Source: an optimization exercise on an open RTL-to-GDS flow (aim: small area, a short achievable clock period and few clock cycles). Production flows keep margins and buffers that such runs may drop. Where RTL was checked, it was by simulation tests only, not by an equivalence proof against the original. Power is estimated from default activity; no workload was simulated.

== red ==
## top
module top(
	input clk, rst_n,
	output [5:0] mem_raddr,
	input [31:0] mem_rdata,
	output mem_we,
	output [5:0] mem_waddr,
	output [31:0] mem_wdata
);
Size in the first run: ~3100 cells after synthesis, ~1300 flip-flops, roughly 79 I/O pins, ~0.059 mm² of cells after synthesis.
clock: 10.0 ns
lec_check: 0
cap_margin: 20
core_margin: 2
core_utilization: 25
place_density: 0.45
slew_margin: 20
run.sh (not shown) runs the stock make flow with config.mk's settings and CLKGATE_MAP_FILE= SYNTH_SCRIPT=/design/flow/synth_recipe.tcl, a recipe that flattens the netlist after the stock synthesis.
The final layout from red, which completed every stage, passed the timing, DRC and antenna checks at the end of the flow.
### red -> blue
- setting ABC_CLOCK_PERIOD_IN_PS to 3000 for the first time
- setting SETUP_SLACK_MARGIN to 5 for the first time
==> comparison <==
- Looking at data arrival time of the critical path, blue sits 0.50 ns below red.
- blue: final net count higher than red
- Looking at worst setup slack across blue and red, the one that comes out higher is blue.
- The routed wire length in blue was higher than what red gave.
- Re number of stages on the worst setup path: no difference whatsoever between blue and red.
- ~same share of the final layout cell area in multi-input gates in blue and red
Function was not checked in any run of this note: the RTL went through the layout flow alone.

Another version of the RTL of top (not shown whole).
For scale: roughly 1400 flip-flops, roughly 60000 µm² of cells after synthesis.
clock: 10.0 ns
lec_check: 0
abc_clock_period_in_ps: 3000
cap_margin: 20
core_margin: 2
core_utilization: 25
place_density: 0.45
setup_slack_margin: 5
slew_margin: 20
standard.sh (not shown) runs the stock make flow with config.mk's settings and CLKGATE_MAP_FILE= SYNTH_SCRIPT=/design/flow/synth_recipe.tcl, a recipe that flattens the netlist after the stock synthesis.
==> flow/flow/run.sh <==
#!/bin/bash
set -euo pipefail
bash standard.sh synth > synth.log 2>&1
bash standard.sh SETUP_SLACK_MARGIN=6.9 \
  "CTS_ARGS=-sink_clustering_enable -repair_clock_nets -dont_use_dummy_load -sink_clustering_size 24 -sink_clustering_max_diameter 90" \
  finish > layout.log 2>&1
Testbench counts at the start, summed over its fixed seeds: cycles 18,487.
Next try:
==> flow/flow/run.sh (replaced) <==
#!/bin/bash
set -euo pipefail
bash standard.sh synth > synth.log 2>&1
bash standard.sh SETUP_SLACK_MARGIN=7.0 \
  "CTS_ARGS=-sink_clustering_enable -repair_clock_nets -dont_use_dummy_load -sink_clustering_size 20 -sink_clustering_max_diameter 120" \
  finish > layout.log 2>&1
CORE_UTILIZATION = 40   (was 25)
PLACE_DENSITY = 0.6   (was 0.45)
Result:
- total power increases by 5.0%
- cell area stays flat
- sequential cell count stays the same
- die area decreases by about 37%
- routed wire length decreases by about 9%
Next try:
==> flow/flow/run.sh (replaced) <==
#!/bin/bash
set -euo pipefail
bash standard.sh synth > synth.log 2>&1
bash standard.sh SETUP_SLACK_MARGIN=6.7 \
  "CTS_ARGS=-sink_clustering_enable -repair_clock_nets -dont_use_dummy_load -sink_clustering_size 20 -sink_clustering_max_diameter 120" \
  finish > layout.log 2>&1
CORE_UTILIZATION = 25   (was 40)
PLACE_DENSITY = 0.45   (was 0.6)
After rerunning:
- maximum frequency goes down by 2.3%
- combinational power goes down by 22%
- routed wire length goes up by 7.7%
- count of clock-buffer cells in the layout goes up by 1
Next try:
==> flow/flow/run.sh (replaced) <==
#!/bin/bash
set -euo pipefail
bash standard.sh synth > synth.log 2>&1
bash standard.sh SETUP_SLACK_MARGIN=6.8 \
  "CTS_ARGS=-sink_clustering_enable -repair_clock_nets -dont_use_dummy_load -sink_clustering_size 20 -sink_clustering_max_diameter 120" \
  finish > layout.log 2>&1
CORE_UTILIZATION = 40   (was 25)
PLACE_DENSITY = 0.6   (was 0.45)
The new run finished with timing, DRC and antenna clean.
First-iteration DRC count is higher by 11%.
Final area shrinks by 1.6%.
Power barely changes.
Worst hold slack loses 6.1 ps.
Synthesized area does not change.
Global-route usage rose by 11 points.
Final cell count is lower by 15%.
Wire length fell by 10%.
Setup slack got worse by 110 ps.
Via count rises by 1.9%.
Next try:
==> flow/flow/run.sh (replaced) <==
#!/bin/bash
set -euo pipefail
bash standard.sh synth > synth.log 2>&1
bash standard.sh SETUP_SLACK_MARGIN=7.05 \
  "CTS_ARGS=-sink_clustering_enable -repair_clock_nets -dont_use_dummy_load -sink_clustering_size 20 -sink_clustering_max_diameter 120" \
  finish > layout.log 2>&1
CORE_UTILIZATION = 25   (was 40)
PLACE_DENSITY = 0.45   (was 0.6)
Effect:
- core utilization fell by 15 points
- hold slack improved by 5.1 ps
- maximum frequency came out higher by 4.2%

-- static timing again, ports no longer ideal --
No port has a modelled driver above. Below, the same layouts with a new extraction and two added sets of constraints. Step 1 assumes that a clkbuf_16 drives the clock port and a buf_2 every other input. Step 2, shift: input delay + t, output delay - t, t = (earliest + latest rising clock arrival at the registers) / 2. This alone moves slack from input paths to output paths. Three values: ideal ports, drivers, drivers and shift; two values: the first two.
| run | t, ns | slack for setup (ns) | worst data-port slew with drivers (ns) |
|---|---|---|---|
| red | 0.871 | 4.682 / 4.682 / 4.565 | 0.05 |
| blue | 0.873 | 5.193 / 5.193 / 4.671 | 0.06 |
| the first run of note 2 | 0.807 | 6.737 / 6.642 / 6.068 | 0.10 |
| the second run of note 2 | 0.783 | 6.713 / 6.625 / 6.063 | 0.09 |
| the third run of note 2 | 0.803 | 6.637 / 6.573 / 5.887 | 0.11 |
| the fourth run of note 2 | 0.817 | 6.529 / 6.529 / 5.947 | 0.09 |
| the fifth run of note 2 | 0.818 | 6.670 / 6.566 / 6.111 | 0.09 |
After both steps setup and hold are still met in every run listed. The setup slack of the third run of note 2, which loses most, moves by -0.064 ns with the drivers and by -0.750 ns with both steps.
